What follows belongs to an exercise in optimizing a design on an open flow for small area and a short achievable clock period; a production flow would make more cautious choices.
Function was not checked in any run shown here: the RTL went through the layout flow alone.

==> flow/design.v, too long to show whole: its modules and the start of the top module <==
// module fixed: 16 lines
// module fir: 856 lines
// module add_ks_20: 145 lines
// module inc20: 44 lines
// module add_rip_13: 9 lines
// module add_rip_14: 9 lines
// module add_o16: 78 lines
// module add_f11: 48 lines
module fir (
input [15:0] signal,
input clk,
output [15:0] out,
output [15:0] f1,
output [31:0] f2,f3,f4,
output [15:0] fo1
);
  // ...
==> flow/flow/run.sh <==
#!/bin/bash
# The standard layout (the standard.sh); flow/ports.tcl runs after global
# placement (port buffers, flip-flop drive), and clock tree synthesis gets its
# arguments from CTS_ARGS.
bash standard.sh DONT_BUFFER_PORTS=1 POST_GLOBAL_PLACE_TCL="$PWD/flow/ports.tcl" \
  CTS_ARGS="-sink_clustering_enable -repair_clock_nets -sink_clustering_size 40 -sink_clustering_max_diameter 60 -dont_use_dummy_load" finish > standard.log 2>&1
==> flow/flow/ports.tcl <==
# Run right after global placement.
# Port buffering in place of ORFS's own buffer_ports: every input but the clock
# gets a buf_4, every output a buf_1.
buffer_ports -inputs -buffer_cell sky130_fd_sc_hd__buf_4
buffer_ports -outputs -buffer_cell sky130_fd_sc_hd__buf_1
# Stronger flip-flops (same cell, drive 4) for the registers that start the
# paths to the outputs, whose Q pins carry the largest loads.
foreach inst [get_cells *] {
  if {[regexp {^(nx|s1|u|fsg|cf)(\[[0-9]+\])?\$_DFF_P_$} [get_full_name $inst]] && [get_property $inst ref_name] eq "sky130_fd_sc_hd__dfxtp_1"} {
    replace_cell $inst sky130_fd_sc_hd__dfxtp_4
  }
}
==> flow/standard.sh <==
#!/bin/bash
# synth_recipe.tcl (not shown) runs the flow's synth.tcl, then flattens the netlist and writes it again
# the make line also repeats each setting of config.mk as NAME=value (left out here)
make -C /OpenROAD-flow-scripts/flow DESIGN_CONFIG=/design/flow/config.mk WORK_HOME=/design/flow/orfs CLKGATE_MAP_FILE= SYNTH_SCRIPT=/design/flow/synth_recipe.tcl "${@:-finish}"
==> flow/config.mk <==
export PLATFORM = sky130hd
export DESIGN_NAME = fir
export DESIGN_NICKNAME = fir
export VERILOG_FILES = /design/flow/design.v
export SDC_FILE = /design/flow/constraint.sdc
export NUM_CORES = 4
export LEC_CHECK = 0
export ABC_AREA = 1
export CAP_MARGIN = 20
export CORE_MARGIN = 2
export CORE_UTILIZATION = 40
export SLEW_MARGIN = 20
export SYNTH_HIERARCHICAL = 1
==> flow/constraint.sdc <==
create_clock -name core_clock -period 30.0 [get_ports {clk}]
set_input_delay 6.0000 -clock core_clock [delete_from_list [all_inputs] [get_ports {clk}]]
set_output_delay 6.0000 -clock core_clock [all_outputs]
set_load 0.01 [all_outputs]
==> results.toml, run 1 <==
[clock_network]
cts_root_buffer = "clkbuf_16"

[route]
detailroute.via_count = 15300
firstDrtPassIters = 5

[grt]
grt.met2_usage = 0.319
global_route.overflow_total = 0
globalRoute.busiestLayer = "met2"

[critical_path]
critPathKind = "flip-flop to primary output"
worst_r2r_path_depth = 21
timing.critical_path.fanout_max = 7
number_of_gates_on_the_worst_path_with_buffers_counted = 11
worst_r2r_endpoint = "v6[15]$_DFF_P_"
worst-endpoint-arrival_ns = 2.76
critical_path.slowest_cell = "fa_1"
worst_ep_required_time_ns = 24.00

[sta]
finalSetupViolations = 0
maxClockFrequency_mhz = 114
final_min_period_over_clock_period = 0.292
max_slew.worst_pin.slew_ns = 0.858

[cells_and_area]
seq_cells = 337
largestRegisters = "m45d (21), m11d (20), nx (20)"
layout.non_clock_buffers = 163
fin_cells = 3224
final_design_area_no_fill_mm2 = 0.0244
post_route_cells_drive_above_1_share = 0.0731
leading_cell_type_in_the_layout_fill_and_taps_excluded = "nand2_1"
layout.cells.most_common_list = "nand2_1 (413), inv_1 (384), dfxtp_1 (288), fa_1 (280), ha_1 (183)"

[die]
initial_utilization = 0.404
core_area_mm2 = 0.0551
floorplan_die_width_um = 240

[worst_hold_path]
holdCritPathClass = "flip-flop to flip-flop"

[synth]
post_synth_instance_area_mm2 = 0.0223

[outcome]
outcome = "timing/DRC/antenna clean"
==> run 2: changes to the inputs <==
--- a/flow/design.v
+++ b/flow/design.v
@@ -102,122 +102,115 @@
 wire xq__P30 = xq__P22 & xq__P20;
 wire xq__G31 = xq__G23 | (xq__P23 & xq__G20);
 wire xq__P31 = xq__P23 & xq__P20;
 wire xq__G32 = xq__G24 | (xq__P24 & xq__G20);
 wire xq__P32 = xq__P24 & xq__P20;
 wire [16:0] xq__c = {xq__G32, xq__G31, xq__G30, xq__G29, xq__G28, xq__G27, xq__G26, xq__G25, xq__G20, xq__G19, xq__G18, xq__G17, xq__G10, xq__G9, xq__G1, xq__g[0], (sign)};
 assign xq = xq__p ^ xq__c[15:0];
 wire signed [15:0] xin = {sign, xq[14:0]};
-wire signed [19:0] nin_a = {1'b0, mg, 3'b0};
-wire signed [19:0] nin_b = {4'b0, mg};
+wire signed [19:0] nc_x = {1'b0, mg, 3'b0} ^ sx;
+wire signed [19:0] nc_y = {4'b0, mg} ^ sx;
+wire signed [19:0] nc_z = {18'b0, ~sign, 1'b0};
+wire signed [19:0] nc_s = nc_x ^ nc_y ^ nc_z;
+wire [19:0] nc_m = (nc_x & nc_y) | (nc_x & nc_z) | (nc_y & nc_z);
+wire signed [19:0] nin_a = nc_s;
+wire signed [19:0] nin_b = {nc_m[18:0], 1'b0};
 wire signed [19:0] nin;
-add_ks_20 i_nin (.a(nin_a), .b(nin_b), .ci(1'b0), .s(nin));
+wire [19:0] nin__p = nin_a ^ nin_b;
+wire [19:0] nin__g0 = nin_a & nin_b;
+wire [19:0] nin__g = {nin__g0[19:1], nin__g0[0] | (nin__p[0] & (1'b0))};
+wire nin__G1 = nin__g[1] | (nin__p[1] & nin__g[0]);
+wire nin__P1 = nin__p[1] & nin__p[0];
+wire nin__G2 = nin__g[3] | (nin__p[3] & nin__g[2]);
+wire nin__P2 = nin__p[3] & nin__p[2];
+wire nin__G3 = nin__g[5] | (nin__p[5] & nin__g[4]);
+wire nin__P3 = nin__p[5] & nin__p[4];
+wire nin__G4 = nin__g[7] | (nin__p[7] & nin__g[6]);
+wire nin__P4 = nin__p[7] & nin__p[6];
+wire nin__G5 = nin__g[9] | (nin__p[9] & nin__g[8]);
+wire nin__P5 = nin__p[9] & nin__p[8];
+wire nin__G6 = nin__g[11] | (nin__p[11] & nin__g[10]);
+wire nin__P6 = nin__p[11] & nin__p[10];
+wire nin__G7 = nin__g[13] | (nin__p[13] & nin__g[12]);
+wire nin__P7 = nin__p[13] & nin__p[12];
+wire nin__G8 = nin__g[15] | (nin__p[15] & nin__g[14]);
+wire nin__P8 = nin__p[15] & nin__p[14];
+wire nin__G9 = nin__g[17] | (nin__p[17] & nin__g[16]);
+wire nin__P9 = nin__p[17] & nin__p[16];
+wire nin__G10 = nin__g[19] | (nin__p[19] & nin__g[18]);
+wire nin__P10 = nin__p[19] & nin__p[18];
+wire nin__G11 = nin__g[2] | (nin__p[2] & nin__G1);
+wire nin__P11 = nin__p[2] & nin__P1;
+wire nin__G12 = nin__G2 | (nin__P2 & nin__G1);
+wire nin__P12 = nin__P2 & nin__P1;
+wire nin__G13 = nin__g[6] | (nin__p[6] & nin__G3);
+wire nin__P13 = nin__p[6] & nin__P3;
+wire nin__G14 = nin__G4 | (nin__P4 & nin__G3);
+wire nin__P14 = nin__P4 & nin__P3;
+wire nin__G15 = nin__g[10] | (nin__p[10] & nin__G5);
+wire nin__P15 = nin__p[10] & nin__P5;
+wire nin__G16 = nin__G6 | (nin__P6 & nin__G5);
+wire nin__P16 = nin__P6 & nin__P5;
+wire nin__G17 = nin__g[14] | (nin__p[14] & nin__G7);
+wire nin__P17 = nin__p[14] & nin__P7;
+wire nin__G18 = nin__G8 | (nin__P8 & nin__G7);
+wire nin__P18 = nin__P8 & nin__P7;
+wire nin__G19 = nin__g[18] | (nin__p[18] & nin__G9);
+wire nin__P19 = nin__p[18] & nin__P9;
+wire nin__G20 = nin__G10 | (nin__P10 & nin__G9);
+wire nin__P20 = nin__P10 & nin__P9;
+wire nin__G21 = nin__g[4] | (nin__p[4] & nin__G12);
+wire nin__P21 = nin__p[4] & nin__P12;
+wire nin__G22 = nin__G3 | (nin__P3 & nin__G12);
+wire nin__P22 = nin__P3 & nin__P12;
+wire nin__G23 = nin__G13 | (nin__P13 & nin__G12);
+wire nin__P23 = nin__P13 & nin__P12;
+wire nin__G24 = nin__G14 | (nin__P14 & nin__G12);
+wire nin__P24 = nin__P14 & nin__P12;
+wire nin__G25 = nin__g[12] | (nin__p[12] & nin__G16);
+wire nin__P25 = nin__p[12] & nin__P16;
+wire nin__G26 = nin__G7 | (nin__P7 & nin__G16);
+wire nin__P26 = nin__P7 & nin__P16;
+wire nin__G27 = nin__G17 | (nin__P17 & nin__G16);
+wire nin__P27 = nin__P17 & nin__P16;
+wire nin__G28 = nin__G18 | (nin__P18 & nin__G16);
+wire nin__P28 = nin__P18 & nin__P16;
+wire nin__G29 = nin__g[8] | (nin__p[8] & nin__G24);
+wire nin__P29 = nin__p[8] & nin__P24;
+wire nin__G30 = nin__G5 | (nin__P5 & nin__G24);
+wire nin__P30 = nin__P5 & nin__P24;
+wire nin__G31 = nin__G15 | (nin__P15 & nin__G24);
+wire nin__P31 = nin__P15 & nin__P24;
+wire nin__G32 = nin__G16 | (nin__P16 & nin__G24);
+wire nin__P32 = nin__P16 & nin__P24;
+wire nin__G33 = nin__G25 | (nin__P25 & nin__G24);
+wire nin__P33 = nin__P25 & nin__P24;
+wire nin__G34 = nin__G26 | (nin__P26 & nin__G24);
+wire nin__P34 = nin__P26 & nin__P24;
+wire nin__G35 = nin__G27 | (nin__P27 & nin__G24);
+wire nin__P35 = nin__P27 & nin__P24;
+wire nin__G36 = nin__G28 | (nin__P28 & nin__G24);
+wire nin__P36 = nin__P28 & nin__P24;
+wire nin__G37 = nin__g[16] | (nin__p[16] & nin__G36);
+wire nin__P37 = nin__p[16] & nin__P36;
+wire nin__G38 = nin__G9 | (nin__P9 & nin__G36);
+wire nin__P38 = nin__P9 & nin__P36;
+wire nin__G39 = nin__G19 | (nin__P19 & nin__G36);
+wire nin__P39 = nin__P19 & nin__P36;
+wire nin__G40 = nin__G20 | (nin__P20 & nin__G36);
+wire nin__P40 = nin__P20 & nin__P36;
+wire [20:0] nin__c = {nin__G40, nin__G39, nin__G38, nin__G37, nin__G36, nin__G35, nin__G34, nin__G33, nin__G32, nin__G31, nin__G30, nin__G29, nin__G24, nin__G23, nin__G22, nin__G21, nin__G12, nin__G11, nin__G1, nin__g[0], (1'b0)};
+assign nin = nin__p ^ nin__c[19:0];
 reg signed [15:0] x;
-reg [19:0] nx;                
-reg sgn;                      
-reg cf;                       
-reg fsg;                      
+reg signed [19:0] n;           
 always @(posedge clk) begin
   x <= xin;
-  nx <= nin ^ {20{~sign}};
-  sgn <= ~sign;
-  cf <= ~sign & ~|fv[10:0];
-  fsg <= ~sign & |fv;
+  n <= nin;
 end
-wire signed [19:0] n_a = nx;
-wire signed [19:0] n_b = 20'sd0;
-wire signed [19:0] n;
-wire [19:0] n__p = n_a ^ n_b;
-wire [19:0] n__g0 = n_a & n_b;
-wire [19:0] n__g = {n__g0[19:1], n__g0[0] | (n__p[0] & (sgn))};
-wire n__G1 = n__g[1] | (n__p[1] & n__g[0]);
-wire n__P1 = n__p[1] & n__p[0];
-wire n__G2 = n__g[3] | (n__p[3] & n__g[2]);
-wire n__P2 = n__p[3] & n__p[2];
-wire n__G3 = n__g[5] | (n__p[5] & n__g[4]);
-wire n__P3 = n__p[5] & n__p[4];
-wire n__G4 = n__g[7] | (n__p[7] & n__g[6]);
-wire n__P4 = n__p[7] & n__p[6];
-wire n__G5 = n__g[9] | (n__p[9] & n__g[8]);
-wire n__P5 = n__p[9] & n__p[8];
-wire n__G6 = n__g[11] | (n__p[11] & n__g[10]);
-wire n__P6 = n__p[11] & n__p[10];
-wire n__G7 = n__g[13] | (n__p[13] & n__g[12]);
-wire n__P7 = n__p[13] & n__p[12];
-wire n__G8 = n__g[15] | (n__p[15] & n__g[14]);
-wire n__P8 = n__p[15] & n__p[14];
-wire n__G9 = n__g[17] | (n__p[17] & n__g[16]);
-wire n__P9 = n__p[17] & n__p[16];
-wire n__G10 = n__g[19] | (n__p[19] & n__g[18]);
-wire n__P10 = n__p[19] & n__p[18];
-wire n__G11 = n__g[2] | (n__p[2] & n__G1);
-wire n__P11 = n__p[2] & n__P1;
-wire n__G12 = n__G2 | (n__P2 & n__G1);
-wire n__P12 = n__P2 & n__P1;
-wire n__G13 = n__g[6] | (n__p[6] & n__G3);
-wire n__P13 = n__p[6] & n__P3;
-wire n__G14 = n__G4 | (n__P4 & n__G3);
-wire n__P14 = n__P4 & n__P3;
-wire n__G15 = n__g[10] | (n__p[10] & n__G5);
-wire n__P15 = n__p[10] & n__P5;
-wire n__G16 = n__G6 | (n__P6 & n__G5);
-wire n__P16 = n__P6 & n__P5;
-wire n__G17 = n__g[14] | (n__p[14] & n__G7);
-wire n__P17 = n__p[14] & n__P7;
-wire n__G18 = n__G8 | (n__P8 & n__G7);
-wire n__P18 = n__P8 & n__P7;
-wire n__G19 = n__g[18] | (n__p[18] & n__G9);
-wire n__P19 = n__p[18] & n__P9;
-wire n__G20 = n__G10 | (n__P10 & n__G9);
-wire n__P20 = n__P10 & n__P9;
-wire n__G21 = n__g[4] | (n__p[4] & n__G12);
-wire n__P21 = n__p[4] & n__P12;
-wire n__G22 = n__G3 | (n__P3 & n__G12);
-wire n__P22 = n__P3 & n__P12;
-wire n__G23 = n__G13 | (n__P13 & n__G12);
-wire n__P23 = n__P13 & n__P12;
-wire n__G24 = n__G14 | (n__P14 & n__G12);
-wire n__P24 = n__P14 & n__P12;
-wire n__G25 = n__g[12] | (n__p[12] & n__G16);
-wire n__P25 = n__p[12] & n__P16;
-wire n__G26 = n__G7 | (n__P7 & n__G16);
-wire n__P26 = n__P7 & n__P16;
-wire n__G27 = n__G17 | (n__P17 & n__G16);
-wire n__P27 = n__P17 & n__P16;
-wire n__G28 = n__G18 | (n__P18 & n__G16);
-wire n__P28 = n__P18 & n__P16;
-wire n__G29 = n__g[8] | (n__p[8] & n__G24);
-wire n__P29 = n__p[8] & n__P24;
-wire n__G30 = n__G5 | (n__P5 & n__G24);
-wire n__P30 = n__P5 & n__P24;
-wire n__G31 = n__G15 | (n__P15 & n__G24);
-wire n__P31 = n__P15 & n__P24;
-wire n__G32 = n__G16 | (n__P16 & n__G24);
-wire n__P32 = n__P16 & n__P24;
-wire n__G33 = n__G25 | (n__P25 & n__G24);
-wire n__P33 = n__P25 & n__P24;
-wire n__G34 = n__G26 | (n__P26 & n__G24);
-wire n__P34 = n__P26 & n__P24;
-wire n__G35 = n__G27 | (n__P27 & n__G24);
-wire n__P35 = n__P27 & n__P24;
-wire n__G36 = n__G28 | (n__P28 & n__G24);
-wire n__P36 = n__P28 & n__P24;
-wire n__G37 = n__g[16] | (n__p[16] & n__G36);
-wire n__P37 = n__p[16] & n__P36;
-wire n__G38 = n__G9 | (n__P9 & n__G36);
-wire n__P38 = n__P9 & n__P36;
-wire n__G39 = n__G19 | (n__P19 & n__G36);
-wire n__P39 = n__P19 & n__P36;
-wire n__G40 = n__G20 | (n__P20 & n__G36);
-wire n__P40 = n__P20 & n__P36;
-wire [20:0] n__c = {n__G40, n__G39, n__G38, n__G37, n__G36, n__G35, n__G34, n__G33, n__G32, n__G31, n__G30, n__G29, n__G24, n__G23, n__G22, n__G21, n__G12, n__G11, n__G1, n__g[0], (sgn)};
-assign n = n__p ^ n__c[19:0];
-wire [19:0] nf;
-inc20 i_nf (.a(nx), .ci(sgn), .s(nf));    
 wire signed [18:0] m5_a = n;
 wire signed [18:0] m5_b = x <<< 2;
 wire signed [18:0] m5;
 wire [18:0] m5__p = m5_a ^ m5_b;
 wire [18:0] m5__g0 = m5_a & m5_b;
 wire [18:0] m5__g = {m5__g0[18:1], m5__g0[0] | (m5__p[0] & (1'b0))};
 wire m5__G1 = m5__g[1] | (m5__p[1] & m5__g[0]);
 wire m5__P1 = m5__p[1] & m5__p[0];
@@ -490,25 +483,22 @@
 always @(posedge clk) begin
   ndh <= n[19:10];
   nz <= ~|n[9:0];
   m5d <= m5;
   m45d <= m45;
   m11d <= m11;
   r4 <= {m5d, 1'b0};
 end
-wire signed [23:0] e205a = m45;
-wire signed [23:0] e205b = m5 <<< 5;
 wire [23:0] p205_a = m45d;
 wire [23:0] p205_b = m5d <<< 5;
-wire [10:0] p205_qa = e205a[10:0];
-wire [10:0] p205_qb = e205b[10:0];
 wire p205_ci = 1'b0;
-wire [10:0] p205_g = p205_qa & p205_qb;
-wire [10:0] p205_p = p205_qa | p205_qb;
+wire [10:0] p205_g = p205_a[10:0] & p205_b[10:0];
+wire [10:0] p205_p = p205_a[10:0] | p205_b[10:0];
+wire [11:0] p205_c;
 wire p205_G1 = p205_g[0] | (p205_p[0] & p205_ci);
 wire p205_G2 = p205_g[2] | (p205_p[2] & p205_g[1]);
 wire p205_P2 = p205_p[2] & p205_p[1];
 wire p205_G3 = p205_g[4] | (p205_p[4] & p205_g[3]);
 wire p205_P3 = p205_p[4] & p205_p[3];
 wire p205_G4 = p205_g[6] | (p205_p[6] & p205_g[5]);
 wire p205_P4 = p205_p[6] & p205_p[5];
 wire p205_G5 = p205_g[8] | (p205_p[8] & p205_g[7]);
@@ -517,41 +507,32 @@
 wire p205_P6 = p205_p[10] & p205_p[9];
 wire p205_G7 = p205_G2 | (p205_P2 & p205_G1);
 wire p205_G8 = p205_G4 | (p205_P4 & p205_G3);
 wire p205_P8 = p205_P4 & p205_P3;
 wire p205_G9 = p205_G6 | (p205_P6 & p205_G5);
 wire p205_P9 = p205_P6 & p205_P5;
 wire p205_G10 = p205_G8 | (p205_P8 & p205_G7);
 wire p205_G11 = p205_G9 | (p205_P9 & p205_G10);
+assign p205_c[11] = p205_G11;
 wire [10:0] p205_k = {p205_p[9:0], p205_ci};
-reg p205_c11, p205_z;
-always @(posedge clk) begin
-  p205_c11 <= p205_G11;
-  p205_z <= &(~(p205_qa ^ p205_qb ^ p205_k));
-end
+wire p205_z = &(~(p205_a[10:0] ^ p205_b[10:0] ^ p205_k));
 wire [12:0] p205_hi;
-add_rip_13 i_p205_hi (.a(p205_a[23:11]), .b(p205_b[23:11]), .ci(p205_c11), .s(p205_hi));
+add_rip_13 i_p205_hi (.a(p205_a[23:11]), .b(p205_b[23:11]), .ci(p205_c[11]), .s(p205_hi));
 wire signed [24:0] c407_x = m11d <<< 5;
 wire signed [24:0] c407_y = m45d;
 wire signed [24:0] c407_z = m5d <<< 1;
 wire signed [24:0] c407_s = c407_x ^ c407_y ^ c407_z;
 wire [24:0] c407_m = (c407_x & c407_y) | (c407_x & c407_z) | (c407_y & c407_z);
-wire signed [24:0] c407p_x = m11 <<< 5;
-wire signed [24:0] c407p_y = m45;
-wire signed [24:0] c407p_z = m5 <<< 1;
-wire signed [24:0] c407p_s = c407p_x ^ c407p_y ^ c407p_z;
-wire [24:0] c407p_m = (c407p_x & c407p_y) | (c407p_x & c407p_z) | (c407p_y & c407p_z);
 wire [24:0] p407_a = c407_s;
 wire [24:0] p407_b = {c407_m[23:0], 1'b0};
-wire [10:0] p407_qa = c407p_s[10:0];
-wire [10:0] p407_qb = {c407p_m[9:0], 1'b0};
 wire p407_ci = 1'b0;
-wire [10:0] p407_g = p407_qa & p407_qb;
-wire [10:0] p407_p = p407_qa | p407_qb;
+wire [10:0] p407_g = p407_a[10:0] & p407_b[10:0];
+wire [10:0] p407_p = p407_a[10:0] | p407_b[10:0];
+wire [11:0] p407_c;
 wire p407_G1 = p407_g[0] | (p407_p[0] & p407_ci);
 wire p407_G2 = p407_g[2] | (p407_p[2] & p407_g[1]);
 wire p407_P2 = p407_p[2] & p407_p[1];
 wire p407_G3 = p407_g[4] | (p407_p[4] & p407_g[3]);
 wire p407_P3 = p407_p[4] & p407_p[3];
 wire p407_G4 = p407_g[6] | (p407_p[6] & p407_g[5]);
 wire p407_P4 = p407_p[6] & p407_p[5];
 wire p407_G5 = p407_g[8] | (p407_p[8] & p407_g[7]);
@@ -560,41 +541,32 @@
 wire p407_P6 = p407_p[10] & p407_p[9];
 wire p407_G7 = p407_G2 | (p407_P2 & p407_G1);
 wire p407_G8 = p407_G4 | (p407_P4 & p407_G3);
 wire p407_P8 = p407_P4 & p407_P3;
 wire p407_G9 = p407_G6 | (p407_P6 & p407_G5);
 wire p407_P9 = p407_P6 & p407_P5;
 wire p407_G10 = p407_G8 | (p407_P8 & p407_G7);
 wire p407_G11 = p407_G9 | (p407_P9 & p407_G10);
+assign p407_c[11] = p407_G11;
 wire [10:0] p407_k = {p407_p[9:0], p407_ci};
-reg p407_c11, p407_z;
-always @(posedge clk) begin
-  p407_c11 <= p407_G11;
-  p407_z <= &(~(p407_qa ^ p407_qb ^ p407_k));
-end
+wire p407_z = &(~(p407_a[10:0] ^ p407_b[10:0] ^ p407_k));
 wire [13:0] p407_hi;
-add_rip_14 i_p407_hi (.a(p407_a[24:11]), .b(p407_b[24:11]), .ci(p407_c11), .s(p407_hi));
+add_rip_14 i_p407_hi (.a(p407_a[24:11]), .b(p407_b[24:11]), .ci(p407_c[11]), .s(p407_hi));
 wire signed [24:0] c327_x = m11d <<< 5;
 wire signed [24:0] c327_y = ~(m5d <<< 2);
 wire signed [24:0] c327_z = ~m5d;
 wire signed [24:0] c327_s = c327_x ^ c327_y ^ c327_z;
 wire [24:0] c327_m = (c327_x & c327_y) | (c327_x & c327_z) | (c327_y & c327_z);
-wire signed [24:0] c327p_x = m11 <<< 5;
-wire signed [24:0] c327p_y = ~(m5 <<< 2);
-wire signed [24:0] c327p_z = ~m5;
-wire signed [24:0] c327p_s = c327p_x ^ c327p_y ^ c327p_z;
-wire [24:0] c327p_m = (c327p_x & c327p_y) | (c327p_x & c327p_z) | (c327p_y & c327p_z);
 wire [24:0] p327_a = c327_s;
 wire [24:0] p327_b = {c327_m[23:0], 1'b1};
-wire [10:0] p327_qa = c327p_s[10:0];
-wire [10:0] p327_qb = {c327p_m[9:0], 1'b1};
 wire p327_ci = 1'b1;
-wire [10:0] p327_g = p327_qa & p327_qb;
-wire [10:0] p327_p = p327_qa | p327_qb;
+wire [10:0] p327_g = p327_a[10:0] & p327_b[10:0];
+wire [10:0] p327_p = p327_a[10:0] | p327_b[10:0];
+wire [11:0] p327_c;
 wire p327_G1 = p327_g[0] | (p327_p[0] & p327_ci);
 wire p327_G2 = p327_g[2] | (p327_p[2] & p327_g[1]);
 wire p327_P2 = p327_p[2] & p327_p[1];
 wire p327_G3 = p327_g[4] | (p327_p[4] & p327_g[3]);
 wire p327_P3 = p327_p[4] & p327_p[3];
 wire p327_G4 = p327_g[6] | (p327_p[6] & p327_g[5]);
 wire p327_P4 = p327_p[6] & p327_p[5];
 wire p327_G5 = p327_g[8] | (p327_p[8] & p327_g[7]);
@@ -603,37 +575,29 @@
 wire p327_P6 = p327_p[10] & p327_p[9];
 wire p327_G7 = p327_G2 | (p327_P2 & p327_G1);
 wire p327_G8 = p327_G4 | (p327_P4 & p327_G3);
 wire p327_P8 = p327_P4 & p327_P3;
 wire p327_G9 = p327_G6 | (p327_P6 & p327_G5);
 wire p327_P9 = p327_P6 & p327_P5;
 wire p327_G10 = p327_G8 | (p327_P8 & p327_G7);
 wire p327_G11 = p327_G9 | (p327_P9 & p327_G10);
+assign p327_c[11] = p327_G11;
 wire [10:0] p327_k = {p327_p[9:0], p327_ci};
-reg p327_c11, p327_z;
-always @(posedge clk) begin
-  p327_c11 <= p327_G11;
-  p327_z <= &(~(p327_qa ^ p327_qb ^ p327_k));
-end
+wire p327_z = &(~(p327_a[10:0] ^ p327_b[10:0] ^ p327_k));
 wire [13:0] p327_hi;
-add_rip_14 i_p327_hi (.a(p327_a[24:11]), .b(p327_b[24:11]), .ci(p327_c11), .s(p327_hi));
+add_rip_14 i_p327_hi (.a(p327_a[24:11]), .b(p327_b[24:11]), .ci(p327_c[11]), .s(p327_hi));
 wire signed [8:0]  t9   = ndh[9:1];
 wire signed [8:0]  t11  = m11d[19:11];
 wire signed [8:0]  t10  = m5d[18:10];
 wire signed [9:0]  c18  = ~ndh;           wire z18  = nz;
 wire signed [11:0] c90  = ~m45d[21:10];   wire z90  = ~|m45d[9:0];
 wire signed [12:0] c205 = ~p205_hi;   wire z205 = p205_z;
 wire signed [13:0] c327 = ~p327_hi;   wire z327 = p327_z;
 wire signed [13:0] c407 = ~p407_hi;   wire z407 = p407_z;
-wire signed [9:0]  p18  = ndh;
-wire signed [11:0] p90  = m45d[21:10];
-wire signed [12:0] p205h = p205_hi;
-wire signed [13:0] p327h = p327_hi;
-wire signed [13:0] p407h = p407_hi;
 reg signed [8:0] v15;
 reg signed [9:0] v14;
 reg signed [9:0] v13;
 reg signed [10:0] v12;
 reg signed [12:0] v11;
 reg signed [13:0] v10;
 reg signed [14:0] v9;
 reg signed [15:0] v8;
@@ -657,111 +621,111 @@
 wire signed [9:0] v13_n;
 wire [10:0] v13_n__c;
 assign v13_n__c[0] = (1'b0);
 genvar v13_n__i;
 generate for (v13_n__i = 0; v13_n__i < 10; v13_n__i = v13_n__i + 1) begin : v13_n__r
   assign v13_n[v13_n__i] = v13_n_a[v13_n__i] ^ v13_n_b[v13_n__i] ^ v13_n__c[v13_n__i];
   assign v13_n__c[v13_n__i+1] = (v13_n_a[v13_n__i] & v13_n_b[v13_n__i]) | (v13_n_a[v13_n__i] & v13_n__c[v13_n__i]) | (v13_n_b[v13_n__i] & v13_n__c[v13_n__i]);
 end endgenerate
-wire signed [10:0] v12_n_a = p18;
-wire signed [10:0] v12_n_b = ~v13;
+wire signed [10:0] v12_n_a = c18;
+wire signed [10:0] v12_n_b = v13;
 wire signed [10:0] v12_n;
 wire [11:0] v12_n__c;
-assign v12_n__c[0] = (~z18);
+assign v12_n__c[0] = (z18);
 genvar v12_n__i;
 generate for (v12_n__i = 0; v12_n__i < 11; v12_n__i = v12_n__i + 1) begin : v12_n__r
   assign v12_n[v12_n__i] = v12_n_a[v12_n__i] ^ v12_n_b[v12_n__i] ^ v12_n__c[v12_n__i];
   assign v12_n__c[v12_n__i+1] = (v12_n_a[v12_n__i] & v12_n_b[v12_n__i]) | (v12_n_a[v12_n__i] & v12_n__c[v12_n__i]) | (v12_n_b[v12_n__i] & v12_n__c[v12_n__i]);
 end endgenerate
-wire signed [12:0] v11_n_a = p90;
+wire signed [12:0] v11_n_a = c90;
 wire signed [12:0] v11_n_b = v12;
 wire signed [12:0] v11_n;
 wire [13:0] v11_n__c;
-assign v11_n__c[0] = (~z90);
+assign v11_n__c[0] = (z90);
 genvar v11_n__i;
 generate for (v11_n__i = 0; v11_n__i < 13; v11_n__i = v11_n__i + 1) begin : v11_n__r
   assign v11_n[v11_n__i] = v11_n_a[v11_n__i] ^ v11_n_b[v11_n__i] ^ v11_n__c[v11_n__i];
   assign v11_n__c[v11_n__i+1] = (v11_n_a[v11_n__i] & v11_n_b[v11_n__i]) | (v11_n_a[v11_n__i] & v11_n__c[v11_n__i]) | (v11_n_b[v11_n__i] & v11_n__c[v11_n__i]);
 end endgenerate
-wire signed [13:0] v10_n_a = p205h;
+wire signed [13:0] v10_n_a = c205;
 wire signed [13:0] v10_n_b = v11;
 wire signed [13:0] v10_n;
 wire [14:0] v10_n__c;
-assign v10_n__c[0] = (~z205);
+assign v10_n__c[0] = (z205);
 genvar v10_n__i;
 generate for (v10_n__i = 0; v10_n__i < 14; v10_n__i = v10_n__i + 1) begin : v10_n__r
   assign v10_n[v10_n__i] = v10_n_a[v10_n__i] ^ v10_n_b[v10_n__i] ^ v10_n__c[v10_n__i];
   assign v10_n__c[v10_n__i+1] = (v10_n_a[v10_n__i] & v10_n_b[v10_n__i]) | (v10_n_a[v10_n__i] & v10_n__c[v10_n__i]) | (v10_n_b[v10_n__i] & v10_n__c[v10_n__i]);
 end endgenerate
-wire signed [14:0] v9_n_a = p327h;
+wire signed [14:0] v9_n_a = c327;
 wire signed [14:0] v9_n_b = v10;
 wire signed [14:0] v9_n;
 wire [15:0] v9_n__c;
-assign v9_n__c[0] = (~z327);
+assign v9_n__c[0] = (z327);
 genvar v9_n__i;
 generate for (v9_n__i = 0; v9_n__i < 15; v9_n__i = v9_n__i + 1) begin : v9_n__r
   assign v9_n[v9_n__i] = v9_n_a[v9_n__i] ^ v9_n_b[v9_n__i] ^ v9_n__c[v9_n__i];
   assign v9_n__c[v9_n__i+1] = (v9_n_a[v9_n__i] & v9_n_b[v9_n__i]) | (v9_n_a[v9_n__i] & v9_n__c[v9_n__i]) | (v9_n_b[v9_n__i] & v9_n__c[v9_n__i]);
 end endgenerate
-wire signed [15:0] v8_n_a = p407h;
+wire signed [15:0] v8_n_a = c407;
 wire signed [15:0] v8_n_b = v9;
 wire signed [15:0] v8_n;
 wire [16:0] v8_n__c;
-assign v8_n__c[0] = (~z407);
+assign v8_n__c[0] = (z407);
 genvar v8_n__i;
 generate for (v8_n__i = 0; v8_n__i < 16; v8_n__i = v8_n__i + 1) begin : v8_n__r
   assign v8_n[v8_n__i] = v8_n_a[v8_n__i] ^ v8_n_b[v8_n__i] ^ v8_n__c[v8_n__i];
   assign v8_n__c[v8_n__i+1] = (v8_n_a[v8_n__i] & v8_n_b[v8_n__i]) | (v8_n_a[v8_n__i] & v8_n__c[v8_n__i]) | (v8_n_b[v8_n__i] & v8_n__c[v8_n__i]);
 end endgenerate
-wire signed [15:0] v7_n_a = p407h;
+wire signed [15:0] v7_n_a = c407;
 wire signed [15:0] v7_n_b = v8;
 wire signed [15:0] v7_n;
 wire [16:0] v7_n__c;
-assign v7_n__c[0] = (~z407);
+assign v7_n__c[0] = (z407);
 genvar v7_n__i;
 generate for (v7_n__i = 0; v7_n__i < 16; v7_n__i = v7_n__i + 1) begin : v7_n__r
   assign v7_n[v7_n__i] = v7_n_a[v7_n__i] ^ v7_n_b[v7_n__i] ^ v7_n__c[v7_n__i];
   assign v7_n__c[v7_n__i+1] = (v7_n_a[v7_n__i] & v7_n_b[v7_n__i]) | (v7_n_a[v7_n__i] & v7_n__c[v7_n__i]) | (v7_n_b[v7_n__i] & v7_n__c[v7_n__i]);
 end endgenerate
-wire signed [15:0] v6_n_a = p327h;
+wire signed [15:0] v6_n_a = c327;
 wire signed [15:0] v6_n_b = v7;
 wire signed [15:0] v6_n;
 wire [16:0] v6_n__c;
-assign v6_n__c[0] = (~z327);
+assign v6_n__c[0] = (z327);
 genvar v6_n__i;
 generate for (v6_n__i = 0; v6_n__i < 16; v6_n__i = v6_n__i + 1) begin : v6_n__r
   assign v6_n[v6_n__i] = v6_n_a[v6_n__i] ^ v6_n_b[v6_n__i] ^ v6_n__c[v6_n__i];
   assign v6_n__c[v6_n__i+1] = (v6_n_a[v6_n__i] & v6_n_b[v6_n__i]) | (v6_n_a[v6_n__i] & v6_n__c[v6_n__i]) | (v6_n_b[v6_n__i] & v6_n__c[v6_n__i]);
 end endgenerate
-wire signed [15:0] v5_n_a = p205h;
+wire signed [15:0] v5_n_a = c205;
 wire signed [15:0] v5_n_b = v6;
 wire signed [15:0] v5_n;
 wire [16:0] v5_n__c;
-assign v5_n__c[0] = (~z205);
+assign v5_n__c[0] = (z205);
 genvar v5_n__i;
 generate for (v5_n__i = 0; v5_n__i < 16; v5_n__i = v5_n__i + 1) begin : v5_n__r
   assign v5_n[v5_n__i] = v5_n_a[v5_n__i] ^ v5_n_b[v5_n__i] ^ v5_n__c[v5_n__i];
   assign v5_n__c[v5_n__i+1] = (v5_n_a[v5_n__i] & v5_n_b[v5_n__i]) | (v5_n_a[v5_n__i] & v5_n__c[v5_n__i]) | (v5_n_b[v5_n__i] & v5_n__c[v5_n__i]);
 end endgenerate
-wire signed [15:0] v4_n_a = p90;
+wire signed [15:0] v4_n_a = c90;
 wire signed [15:0] v4_n_b = v5;
 wire signed [15:0] v4_n;
 wire [16:0] v4_n__c;
-assign v4_n__c[0] = (~z90);
+assign v4_n__c[0] = (z90);
 genvar v4_n__i;
 generate for (v4_n__i = 0; v4_n__i < 16; v4_n__i = v4_n__i + 1) begin : v4_n__r
   assign v4_n[v4_n__i] = v4_n_a[v4_n__i] ^ v4_n_b[v4_n__i] ^ v4_n__c[v4_n__i];
   assign v4_n__c[v4_n__i+1] = (v4_n_a[v4_n__i] & v4_n_b[v4_n__i]) | (v4_n_a[v4_n__i] & v4_n__c[v4_n__i]) | (v4_n_b[v4_n__i] & v4_n__c[v4_n__i]);
 end endgenerate
-wire signed [15:0] v3_n_a = p18;
+wire signed [15:0] v3_n_a = c18;
 wire signed [15:0] v3_n_b = v4;
 wire signed [15:0] v3_n;
 wire [16:0] v3_n__c;
-assign v3_n__c[0] = (~z18);
+assign v3_n__c[0] = (z18);
 genvar v3_n__i;
 generate for (v3_n__i = 0; v3_n__i < 16; v3_n__i = v3_n__i + 1) begin : v3_n__r
   assign v3_n[v3_n__i] = v3_n_a[v3_n__i] ^ v3_n_b[v3_n__i] ^ v3_n__c[v3_n__i];
   assign v3_n__c[v3_n__i+1] = (v3_n_a[v3_n__i] & v3_n_b[v3_n__i]) | (v3_n_a[v3_n__i] & v3_n__c[v3_n__i]) | (v3_n_b[v3_n__i] & v3_n__c[v3_n__i]);
 end endgenerate
 wire signed [8:0] t11x = m11[19:11];
 wire signed [9:0] u_n_a = t11x;
 wire signed [9:0] u_n_b = t10;
@@ -770,17 +734,17 @@
 assign u_n__c[0] = (1'b0);
 genvar u_n__i;
 generate for (u_n__i = 0; u_n__i < 10; u_n__i = u_n__i + 1) begin : u_n__r
   assign u_n[u_n__i] = u_n_a[u_n__i] ^ u_n_b[u_n__i] ^ u_n__c[u_n__i];
   assign u_n__c[u_n__i+1] = (u_n_a[u_n__i] & u_n_b[u_n__i]) | (u_n_a[u_n__i] & u_n__c[u_n__i]) | (u_n_b[u_n__i] & u_n__c[u_n__i]);
 end endgenerate
 wire signed [15:0] cs1_x = t11x;
 wire signed [15:0] cs1_y = t10;
-wire signed [15:0] cs1_z = ~v3;
+wire signed [15:0] cs1_z = v3;
 wire signed [15:0] cs1_s = cs1_x ^ cs1_y ^ cs1_z;
 wire [15:0] cs1_m = (cs1_x & cs1_y) | (cs1_x & cs1_z) | (cs1_y & cs1_z);
 wire signed [15:0] s1_n_a = cs1_s;
 wire signed [15:0] s1_n_b = {cs1_m[14:0], 1'b0};
 wire signed [15:0] s1_n;
 wire [15:0] s1_n__p = s1_n_a ^ s1_n_b;
 wire [15:0] s1_n__g0 = s1_n_a & s1_n_b;
 wire [15:0] s1_n__g = {s1_n__g0[15:1], s1_n__g0[0] | (s1_n__p[0] & (1'b0))};
@@ -852,218 +816,32 @@
   v7 <= v7_n;
   v6 <= v6_n;
   v5 <= v5_n;
   v4 <= v4_n;
   v3 <= v3_n;
   u <= u_n;
   s1 <= s1_n;
 end
-wire signed [8:0] t0 = nx[19:11];    
-wire [15:0] out_n;
-add_o16 i_out (.a(s1), .bn(t0), .ci(cf), .s(out_n));
-wire [10:0] fo1_s;
-add_f11 i_fo1 (.a({u[9], u}), .bn(t0), .ci(cf), .s(fo1_s));
-wire [15:0] fo1_n = {{5{fo1_s[10]}}, fo1_s};
+wire signed [8:0] t0 = n[19:11];
+wire signed [15:0] out_n_a = s1;
+wire signed [15:0] out_n_b = t0;
+wire signed [15:0] out_n;
+add_sk_16 i_out_n (.a(out_n_a), .b(out_n_b), .ci(1'b0), .s(out_n));
+wire signed [15:0] fo1_n_a = u;
+wire signed [15:0] fo1_n_b = t0;
+wire signed [15:0] fo1_n;
+add_sk_16 i_fo1_n (.a(fo1_n_a), .b(fo1_n_b), .ci(1'b0), .s(fo1_n));
 assign out = out_n;
 assign fo1 = fo1_n;
 assign f1 = x;
-assign f2 = {{13{fsg}}, nf[18:0]};
+assign f2 = {{12{n[19]}}, n};
 assign f3 = {{12{m11d[19]}}, m11d};
 assign f4 = {{12{r4[19]}}, r4};
 endmodule
-module add_ks_20(input [19:0] a, input [19:0] b, input ci, output [19:0] s);
-wire [19:0] p = a ^ b;
-wire [19:0] g0 = a & b;
-wire [19:0] g = {g0[19:1], g0[0] | (p[0] & ci)};
-wire G1 = g[1] | (p[1] & g[0]);
-wire P1 = p[1] & p[0];
-wire G2 = g[2] | (p[2] & g[1]);
-wire P2 = p[2] & p[1];
-wire G3 = g[3] | (p[3] & g[2]);
-wire P3 = p[3] & p[2];
-wire G4 = g[4] | (p[4] & g[3]);
-wire P4 = p[4] & p[3];
-wire G5 = g[5] | (p[5] & g[4]);
-wire P5 = p[5] & p[4];
-wire G6 = g[6] | (p[6] & g[5]);
-wire P6 = p[6] & p[5];
-wire G7 = g[7] | (p[7] & g[6]);
-wire P7 = p[7] & p[6];
-wire G8 = g[8] | (p[8] & g[7]);
-wire P8 = p[8] & p[7];
-wire G9 = g[9] | (p[9] & g[8]);
-wire P9 = p[9] & p[8];
-wire G10 = g[10] | (p[10] & g[9]);
-wire P10 = p[10] & p[9];
-wire G11 = g[11] | (p[11] & g[10]);
-wire P11 = p[11] & p[10];
-wire G12 = g[12] | (p[12] & g[11]);
-wire P12 = p[12] & p[11];
-wire G13 = g[13] | (p[13] & g[12]);
-wire P13 = p[13] & p[12];
-wire G14 = g[14] | (p[14] & g[13]);
-wire P14 = p[14] & p[13];
-wire G15 = g[15] | (p[15] & g[14]);
-wire P15 = p[15] & p[14];
-wire G16 = g[16] | (p[16] & g[15]);
-wire P16 = p[16] & p[15];
-wire G17 = g[17] | (p[17] & g[16]);
-wire P17 = p[17] & p[16];
-wire G18 = g[18] | (p[18] & g[17]);
-wire P18 = p[18] & p[17];
-wire G19 = g[19] | (p[19] & g[18]);
-wire P19 = p[19] & p[18];
-wire G20 = G2 | (P2 & g[0]);
-wire P20 = P2 & p[0];
-wire G21 = G3 | (P3 & G1);
-wire P21 = P3 & P1;
-wire G22 = G4 | (P4 & G2);
-wire P22 = P4 & P2;
-wire G23 = G5 | (P5 & G3);
-wire P23 = P5 & P3;
-wire G24 = G6 | (P6 & G4);
-wire P24 = P6 & P4;
-wire G25 = G7 | (P7 & G5);
-wire P25 = P7 & P5;
-wire G26 = G8 | (P8 & G6);
-wire P26 = P8 & P6;
-wire G27 = G9 | (P9 & G7);
-wire P27 = P9 & P7;
-wire G28 = G10 | (P10 & G8);
-wire P28 = P10 & P8;
-wire G29 = G11 | (P11 & G9);
-wire P29 = P11 & P9;
-wire G30 = G12 | (P12 & G10);
-wire P30 = P12 & P10;
-wire G31 = G13 | (P13 & G11);
-wire P31 = P13 & P11;
-wire G32 = G14 | (P14 & G12);
-wire P32 = P14 & P12;
-wire G33 = G15 | (P15 & G13);
-wire P33 = P15 & P13;
-wire G34 = G16 | (P16 & G14);
-wire P34 = P16 & P14;
-wire G35 = G17 | (P17 & G15);
-wire P35 = P17 & P15;
-wire G36 = G18 | (P18 & G16);
-wire P36 = P18 & P16;
-wire G37 = G19 | (P19 & G17);
-wire P37 = P19 & P17;
-wire G38 = G22 | (P22 & g[0]);
-wire P38 = P22 & p[0];
-wire G39 = G23 | (P23 & G1);
-wire P39 = P23 & P1;
-wire G40 = G24 | (P24 & G20);
-wire P40 = P24 & P20;
-wire G41 = G25 | (P25 & G21);
-wire P41 = P25 & P21;
-wire G42 = G26 | (P26 & G22);
-wire P42 = P26 & P22;
-wire G43 = G27 | (P27 & G23);
-wire P43 = P27 & P23;
-wire G44 = G28 | (P28 & G24);
-wire P44 = P28 & P24;
-wire G45 = G29 | (P29 & G25);
-wire P45 = P29 & P25;
-wire G46 = G30 | (P30 & G26);
-wire P46 = P30 & P26;
-wire G47 = G31 | (P31 & G27);
-wire P47 = P31 & P27;
-wire G48 = G32 | (P32 & G28);
-wire P48 = P32 & P28;
-wire G49 = G33 | (P33 & G29);
-wire P49 = P33 & P29;
-wire G50 = G34 | (P34 & G30);
-wire P50 = P34 & P30;
-wire G51 = G35 | (P35 & G31);
-wire P51 = P35 & P31;
-wire G52 = G36 | (P36 & G32);
-wire P52 = P36 & P32;
-wire G53 = G37 | (P37 & G33);
-wire P53 = P37 & P33;
-wire G54 = G42 | (P42 & g[0]);
-wire P54 = P42 & p[0];
-wire G55 = G43 | (P43 & G1);
-wire P55 = P43 & P1;
-wire G56 = G44 | (P44 & G20);
-wire P56 = P44 & P20;
-wire G57 = G45 | (P45 & G21);
-wire P57 = P45 & P21;
-wire G58 = G46 | (P46 & G38);
-wire P58 = P46 & P38;
-wire G59 = G47 | (P47 & G39);
-wire P59 = P47 & P39;
-wire G60 = G48 | (P48 & G40);
-wire P60 = P48 & P40;
-wire G61 = G49 | (P49 & G41);
-wire P61 = P49 & P41;
-wire G62 = G50 | (P50 & G42);
-wire P62 = P50 & P42;
-wire G63 = G51 | (P51 & G43);
-wire P63 = P51 & P43;
-wire G64 = G52 | (P52 & G44);
-wire P64 = P52 & P44;
-wire G65 = G53 | (P53 & G45);
-wire P65 = P53 & P45;
-wire G66 = G62 | (P62 & g[0]);
-wire P66 = P62 & p[0];
-wire G67 = G63 | (P63 & G1);
-wire P67 = P63 & P1;
-wire G68 = G64 | (P64 & G20);
-wire P68 = P64 & P20;
-wire G69 = G65 | (P65 & G21);
-wire P69 = P65 & P21;
-wire [20:0] c = {G69, G68, G67, G66, G61, G60, G59, G58, G57, G56, G55, G54, G41, G40, G39, G38, G21, G20, G1, g[0], ci};
-assign s = p ^ c[19:0];
-endmodule
-module inc20(input [19:0] a, input ci, output [19:0] s);
-wire P1 = a[1] & a[0];
-wire P2 = a[3] & a[2];
-wire P3 = a[5] & a[4];
-wire P4 = a[7] & a[6];
-wire P5 = a[9] & a[8];
-wire P6 = a[11] & a[10];
-wire P7 = a[13] & a[12];
-wire P8 = a[15] & a[14];
-wire P9 = a[17] & a[16];
-wire P10 = a[19] & a[18];
-wire P11 = a[2] & P1;
-wire P12 = P2 & P1;
-wire P13 = a[6] & P3;
-wire P14 = P4 & P3;
-wire P15 = a[10] & P5;
-wire P16 = P6 & P5;
-wire P17 = a[14] & P7;
-wire P18 = P8 & P7;
-wire P19 = a[18] & P9;
-wire P20 = P10 & P9;
-wire P21 = a[4] & P12;
-wire P22 = P3 & P12;
-wire P23 = P13 & P12;
-wire P24 = P14 & P12;
-wire P25 = a[12] & P16;
-wire P26 = P7 & P16;
-wire P27 = P17 & P16;
-wire P28 = P18 & P16;
-wire P29 = a[8] & P24;
-wire P30 = P5 & P24;
-wire P31 = P15 & P24;
-wire P32 = P16 & P24;
-wire P33 = P25 & P24;
-wire P34 = P26 & P24;
-wire P35 = P27 & P24;
-wire P36 = P28 & P24;
-wire P37 = a[16] & P36;
-wire P38 = P9 & P36;
-wire P39 = P19 & P36;
-wire P40 = P20 & P36;
-wire [19:0] c = {ci & P39, ci & P38, ci & P37, ci & P36, ci & P35, ci & P34, ci & P33, ci & P32, ci & P31, ci & P30, ci & P29, ci & P24, ci & P23, ci & P22, ci & P21, ci & P12, ci & P11, ci & P1, ci & a[0], ci};
-assign s = a ^ c;
-endmodule
 module add_rip_13(input [12:0] a, input [12:0] b, input ci, output [12:0] s);
 wire [13:0] c;
 assign c[0] = ci;
 genvar i;
 generate for (i = 0; i < 13; i = i + 1) begin : r
   assign s[i] = a[i] ^ b[i] ^ c[i];
   assign c[i+1] = (a[i] & b[i]) | (a[i] & c[i]) | (b[i] & c[i]);
 end endgenerate
@@ -1072,18 +850,17 @@
 wire [14:0] c;
 assign c[0] = ci;
 genvar i;
 generate for (i = 0; i < 14; i = i + 1) begin : r
   assign s[i] = a[i] ^ b[i] ^ c[i];
   assign c[i+1] = (a[i] & b[i]) | (a[i] & c[i]) | (b[i] & c[i]);
 end endgenerate
 endmodule
-module add_o16(input [15:0] a, input [8:0] bn, input ci, output [15:0] s);
-wire [15:0] b = {{7{bn[8]}}, bn};
+module add_sk_16(input [15:0] a, input [15:0] b, input ci, output [15:0] s);
 wire [15:0] p = a ^ b;
 wire [15:0] g0 = a & b;
 wire [15:0] g = {g0[15:1], g0[0] | (p[0] & ci)};
 wire G1 = g[1] | (p[1] & g[0]);
 wire P1 = p[1] & p[0];
 wire G2 = g[3] | (p[3] & g[2]);
 wire P2 = p[3] & p[2];
 wire G3 = g[5] | (p[5] & g[4]);
@@ -1093,113 +870,59 @@
 wire G5 = g[9] | (p[9] & g[8]);
 wire P5 = p[9] & p[8];
 wire G6 = g[11] | (p[11] & g[10]);
 wire P6 = p[11] & p[10];
 wire G7 = g[13] | (p[13] & g[12]);
 wire P7 = p[13] & p[12];
 wire G8 = g[15] | (p[15] & g[14]);
 wire P8 = p[15] & p[14];
-wire G9 = g[2] | (p[2] & g[1]);
-wire P9 = p[2] & p[1];
-wire G10 = G9 | (P9 & g[0]);
-wire P10 = P9 & p[0];
-wire G11 = G2 | (P2 & G1);
-wire P11 = P2 & P1;
-wire G12 = g[6] | (p[6] & G3);
-wire P12 = p[6] & P3;
-wire G13 = G4 | (P4 & G3);
-wire P13 = P4 & P3;
-wire G14 = g[10] | (p[10] & G5);
-wire P14 = p[10] & P5;
-wire G15 = G6 | (P6 & G5);
-wire P15 = P6 & P5;
-wire G16 = g[14] | (p[14] & G7);
-wire P16 = p[14] & P7;
-wire G17 = G8 | (P8 & G7);
-wire P17 = P8 & P7;
-wire G18 = g[4] | (p[4] & g[3]);
-wire P18 = p[4] & p[3];
-wire G19 = G18 | (P18 & G10);
-wire P19 = P18 & P10;
-wire G20 = G3 | (P3 & G11);
-wire P20 = P3 & P11;
-wire G21 = G12 | (P12 & G11);
-wire P21 = P12 & P11;
-wire G22 = G13 | (P13 & G11);
-wire P22 = P13 & P11;
-wire G23 = g[12] | (p[12] & G15);
-wire P23 = p[12] & P15;
-wire G24 = G7 | (P7 & G15);
-wire P24 = P7 & P15;
-wire G25 = G16 | (P16 & G15);
-wire P25 = P16 & P15;
-wire G26 = G17 | (P17 & G15);
-wire P26 = P17 & P15;
-wire G27 = g[8] | (p[8] & g[7]);
-wire P27 = p[8] & p[7];
-wire G28 = G27 | (P27 & G21);
-wire P28 = P27 & P21;
-wire G29 = G5 | (P5 & G22);
-wire P29 = P5 & P22;
-wire G30 = G14 | (P14 & G22);
-wire P30 = P14 & P22;
-wire G31 = G15 | (P15 & G22);
-wire P31 = P15 & P22;
-wire G32 = G23 | (P23 & G22);
-wire P32 = P23 & P22;
-wire G33 = G24 | (P24 & G22);
-wire P33 = P24 & P22;
-wire G34 = G25 | (P25 & G22);
-wire P34 = P25 & P22;
-wire G35 = G26 | (P26 & G22);
-wire P35 = P26 & P22;
-wire [16:0] c = {G35, G34, G33, G32, G31, G30, G29, G28, G22, G21, G20, G19, G11, G10, G1, g[0], ci};
+wire G9 = g[2] | (p[2] & G1);
+wire P9 = p[2] & P1;
+wire G10 = G2 | (P2 & G1);
+wire P10 = P2 & P1;
+wire G11 = g[6] | (p[6] & G3);
+wire P11 = p[6] & P3;
+wire G12 = G4 | (P4 & G3);
+wire P12 = P4 & P3;
+wire G13 = g[10] | (p[10] & G5);
+wire P13 = p[10] & P5;
+wire G14 = G6 | (P6 & G5);
+wire P14 = P6 & P5;
+wire G15 = g[14] | (p[14] & G7);
+wire P15 = p[14] & P7;
+wire G16 = G8 | (P8 & G7);
+wire P16 = P8 & P7;
+wire G17 = g[4] | (p[4] & G10);
+wire P17 = p[4] & P10;
+wire G18 = G3 | (P3 & G10);
+wire P18 = P3 & P10;
+wire G19 = G11 | (P11 & G10);
+wire P19 = P11 & P10;
+wire G20 = G12 | (P12 & G10);
+wire P20 = P12 & P10;
+wire G21 = g[12] | (p[12] & G14);
+wire P21 = p[12] & P14;
+wire G22 = G7 | (P7 & G14);
+wire P22 = P7 & P14;
+wire G23 = G15 | (P15 & G14);
+wire P23 = P15 & P14;
+wire G24 = G16 | (P16 & G14);
+wire P24 = P16 & P14;
+wire G25 = g[8] | (p[8] & G20);
+wire P25 = p[8] & P20;
+wire G26 = G5 | (P5 & G20);
+wire P26 = P5 & P20;
+wire G27 = G13 | (P13 & G20);
+wire P27 = P13 & P20;
+wire G28 = G14 | (P14 & G20);
+wire P28 = P14 & P20;
+wire G29 = G21 | (P21 & G20);
+wire P29 = P21 & P20;
+wire G30 = G22 | (P22 & G20);
+wire P30 = P22 & P20;
+wire G31 = G23 | (P23 & G20);
+wire P31 = P23 & P20;
+wire G32 = G24 | (P24 & G20);
+wire P32 = P24 & P20;
+wire [16:0] c = {G32, G31, G30, G29, G28, G27, G26, G25, G20, G19, G18, G17, G10, G9, G1, g[0], ci};
 assign s = p ^ c[15:0];
 endmodule
-module add_f11(input [10:0] a, input [8:0] bn, input ci, output [10:0] s);
-wire [10:0] b = {{2{bn[8]}}, bn};
-wire [10:0] p = a ^ b;
-wire [10:0] g0 = a & b;
-wire [10:0] g = {g0[10:1], g0[0] | (p[0] & ci)};
-wire G1 = g[1] | (p[1] & g[0]);
-wire P1 = p[1] & p[0];
-wire G2 = g[3] | (p[3] & g[2]);
-wire P2 = p[3] & p[2];
-wire G3 = g[5] | (p[5] & g[4]);
-wire P3 = p[5] & p[4];
-wire G4 = g[7] | (p[7] & g[6]);
-wire P4 = p[7] & p[6];
-wire G5 = g[9] | (p[9] & g[8]);
-wire P5 = p[9] & p[8];
-wire G6 = g[2] | (p[2] & g[1]);
-wire P6 = p[2] & p[1];
-wire G7 = G6 | (P6 & g[0]);
-wire P7 = P6 & p[0];
-wire G8 = G2 | (P2 & G1);
-wire P8 = P2 & P1;
-wire G9 = g[6] | (p[6] & G3);
-wire P9 = p[6] & P3;
-wire G10 = G4 | (P4 & G3);
-wire P10 = P4 & P3;
-wire G11 = g[10] | (p[10] & G5);
-wire P11 = p[10] & P5;
-wire G12 = g[4] | (p[4] & g[3]);
-wire P12 = p[4] & p[3];
-wire G13 = G12 | (P12 & G7);
-wire P13 = P12 & P7;
-wire G14 = G3 | (P3 & G8);
-wire P14 = P3 & P8;
-wire G15 = G9 | (P9 & G8);
-wire P15 = P9 & P8;
-wire G16 = G10 | (P10 & G8);
-wire P16 = P10 & P8;
-wire G17 = g[8] | (p[8] & g[7]);
-wire P17 = p[8] & p[7];
-wire G18 = G17 | (P17 & G15);
-wire P18 = P17 & P15;
-wire G19 = G5 | (P5 & G16);
-wire P19 = P5 & P16;
-wire G20 = G11 | (P11 & G16);
-wire P20 = P11 & P16;
-wire [11:0] c = {G20, G19, G18, G16, G15, G14, G13, G8, G7, G1, g[0], ci};
-assign s = p ^ c[10:0];
-endmodule
==> flow/flow/run.sh (replaced) <==
#!/bin/bash
# The standard layout (the standard.sh), with the ports buffered by buf_1 cells.
bash standard.sh BUFFER_PORTS_ARGS="-buffer_cell sky130_fd_sc_hd__buf_1" finish > standard.log 2>&1
--- a/flow/config.mk
+++ b/flow/config.mk
@@ -4,10 +4,12 @@
 export VERILOG_FILES = /design/flow/design.v
 export SDC_FILE = /design/flow/constraint.sdc
 export NUM_CORES = 4
 export LEC_CHECK = 0
 export ABC_AREA = 1
 export CAP_MARGIN = 20
 export CORE_MARGIN = 2
 export CORE_UTILIZATION = 40
+export CTS_CLUSTER_DIAMETER = 60
+export CTS_CLUSTER_SIZE = 40
 export SLEW_MARGIN = 20
 export SYNTH_HIERARCHICAL = 1
removed: flow/flow/ports.tcl
==> results.toml, run 2 <==
[route]
wl_met3_mm = 1.67
routed-wl-met2_mm = 23.7
postRouteAntennaNets = 0
wl_per_cell_um = 15.3
number_of_drc_markers_after_the_initial_detailed_route_iteration = 773
detailroute.via_count = 14400
topRoutingLayerUsed = "met4"
wl_met1_mm = 22.6
postRouteWirelength_mm = 48.8
firstDrtPassIters = 5
post_drt_via_cell_ratio = 4.53
drt_drc_violations_left = 0

[sta]
final_min_period_over_clock_period = 0.334
fin_tns_setup_ns = 0
clock_skew_ns = 0.0267
maxClockFrequency_mhz = 99.7
timing.slew.headroom = 0.283
layout_min_cycle_time_ns = 10.03
number_of_max_slew_violations_in_the_final_report = 0
hold_viol = 0
max_slew.worst_pin.slew_ns = 1.08
unrepaired_setup_endpoints_after_global_routing = "no"
finalSetupViolations = 0

[synth]
synth.most_common_cell = "inv_1"
post_synth_instance_area_mm2 = 0.0220
syn_inst = 2323
synth_area_leaders = "dfxtp_1 (30%), fa_1 (26%), ha_1 (11%), inv_1 (11%), nand2_1 (4.8%)"
ys_ff_latch = 328
netlist-cell-type-count = 54
syn_area_per_cell_um2 = 9.45
synth.largest_area_cell = "dfxtp_1"
synth.top_cells.by_count = "inv_1 (620), dfxtp_1 (328), fa_1 (285), nand2_1 (278), ha_1 (200)"
yosys_most_used_dff = "dfxtp_1"
synth_top_area_frac = 0.299
ys_warn_count = 7
number_of_flops_mapped_to_enable_cells_by_yosys = 0
sequential_fraction_of_the_synthesis_area = 0.299
asyncSetResetFlopFracSynth = 0

[clock_network]
post_cts_buffers = 0
htree_num_levels = 1
clk-insertion-delay-late_ns = 0.60
maximum_clock_insertion_buffer_count = 3
tritoncts_num_sinks = 328
post_cts_resize_count = 0
cts.reportedPaths.clkPinSlew_ns = 0.08
numCtsBuffers = 31
postCtsHoldBufs = 0
cts_root_buffer = "clkbuf_16"
tritoncts = "done"

[cells_and_area]
max_flop_register = "m45d"
post_route_cells_drive_above_1_share = 0.0538
fraction_of_the_core_area_covered_by_cells_at_the_end_of_the_flow = 0.448
leading_cell_type_in_the_layout_fill_and_taps_excluded = "inv_1"
net_count_reported_at_finish = 2968
fin_cells = 3187
diodes = 0
largest_reg_flops = 21
layout.cells.most_common_list = "inv_1 (620), dfxtp_1 (328), fa_1 (285), nand2_1 (278), ha_1 (200)"
final_design_area_no_fill_mm2 = 0.0242
largestRegisters = "m45d (21), m11d (20), n (20)"
flow.area_growth_from_synthesis_pct = 10.2

[critical_path]
timing.critical_path.to_type = "flip-flop"
critPathKind = "input port to flip-flop"
worst-endpoint-arrival_ns = 10.51
timing.critical_path.fanout_max = 18
worst_ep_required_time_ns = 30.48
startpoint_type_of_the_worst_setup_path = "input port"

[placement]
port_buffers = 159
dpl-instance-area_mm2 = 0.0230
hpwl_mm = 40.4
place_inst = 3129
place.gp.congestion = 0.860

[die]
design.portCount = 161
initial_utilization = 0.406
die_area_mm2 = 0.0568
rows = 85
core_area_mm2 = 0.0540
floorplan_die_width_um = 238
chipHeight_um = 238

[job]
cap_violations = 0

[grt]
global_route.overflow_total = 0
grt_pass1_wl_mm = 80.4
first_global_vias = 15300
number_of_antenna_violations_at_the_first_check_in_global_routing = 0
track_usage = 0.180
pin_count_of_the_biggest_net_entering_global_routing = 36

[worst_hold_path]
holdCritPathClass = "flip-flop to flip-flop"

[outcome]
outcome = "timing/DRC/antenna clean"
## run 2: routing by layer
metal | vias up | track usage
met1 | 7012 | 0.242
li1 | 7169 | -
met3 | 62 | 0.0222
met5 | - | 0
met2 | 202 | 0.314
met4 | 0 | 0.0367
## run 2: cell type report
type | instances | area [µm²]
Inverter | 632 | 2380
Clock inverter | 27 | 392
Tap cell | 696 | 871
Timing Repair Buffer | 166 | 649
Multi-Input combinational cell | 1307 | 12600
Fill cell | 5169 | 29800
Sequential cell | 328 | 6570
Clock buffer | 31 | 776
## run 2: path summary, 6_finish.rpt
path                   start              to  slack, ns  cells past startpoint
max               signal[10]   n[17]$_DFF_P_      19.97                     22
min           m5d[4]$_DFF_P_   r4[5]$_DFF_P_       0.41                      0
max reg2reg  m11d[0]$_DFF_P_  v6[15]$_DFF_P_      20.78                     33
min reg2reg   m5d[4]$_DFF_P_   r4[5]$_DFF_P_       0.41                      0
## run 2: Yosys stat by module, one instance, submodules excluded
module	area, µm²	cells	times used	flops+latches
fir	19500	1985	1	328
add_sk_16	761	129	2	0
add_rip_14	317	27	2	0
add_rip_13	297	26	1	0
## run 2: kinds of logic after synthesis
group,share of synthesized area
DFF,0.299
and+or+nand+nor,0.119
xor gates and xnor gates,0.0415
buffers and inverters,0.129
other,0.000171
adders and majority gates,0.374
AOI/OAI and AO/OA,0.0372
## run 2: per-stage QoR
stage / hold WS, ns / worst slack, ns
after CTS: 0.413 / 20.06
after global placement: 0.394 / 19.46
after detailed placement: 0.398 / 19.43
after floorplan: 0.355 / 20.63
final: 0.407 / 19.97
after global routing: 0.418 / 19.60
## run 2: critical path: stages
cell	delay, ns
buf_1	0.77
nand2_1	0.26
nand2_1	0.16
nand2_1	0.08
a21oi_1	0.21
or2_2	0.14
nand3_1	0.07
nand2_1	0.13
inv_1	0.08
ha_1	0.32
inv_1	0.05
ha_1	0.28
ha_1	0.34
inv_1	0.05
o211ai_1	0.20
nand2_1	0.10
a21oi_1	0.16
nor2_1	0.12
o21ai_0	0.30
inv_1	0.11
fa_1	0.44
xnor2_1	0.13

-- port drivers added, routing unchanged --
No port has a modelled driver above. Below, the same layouts with a new extraction and two added sets of constraints.
Step 1 assumes that a clkbuf_16 drives the clock port and a buf_2 every other input.
Step 2 adds t to the input delays and takes it off the output delays; t is the mean of the earliest and latest rising clock arrival at the registers after step 1. Input paths then give back, and output paths get back, about the clock's delay inside the block.
Slacks: no drivers / after step 1 / after step 2; pairs: no drivers / after step 1.
run | t (ns) | slack for setup (ns) | worst register clock-pin slew, ns
run 1 | 0.622 | 21.244 / 21.191 / 20.765 | 0.09 / 0.09
run 2 | 0.645 | 19.968 / 19.994 / 19.349 | 0.10 / 0.10
After both steps setup and hold are still met in every run listed. For run 2, which loses most, drivers alone change the setup slack by +0.026 ns; drivers and shift together by -0.619 ns.
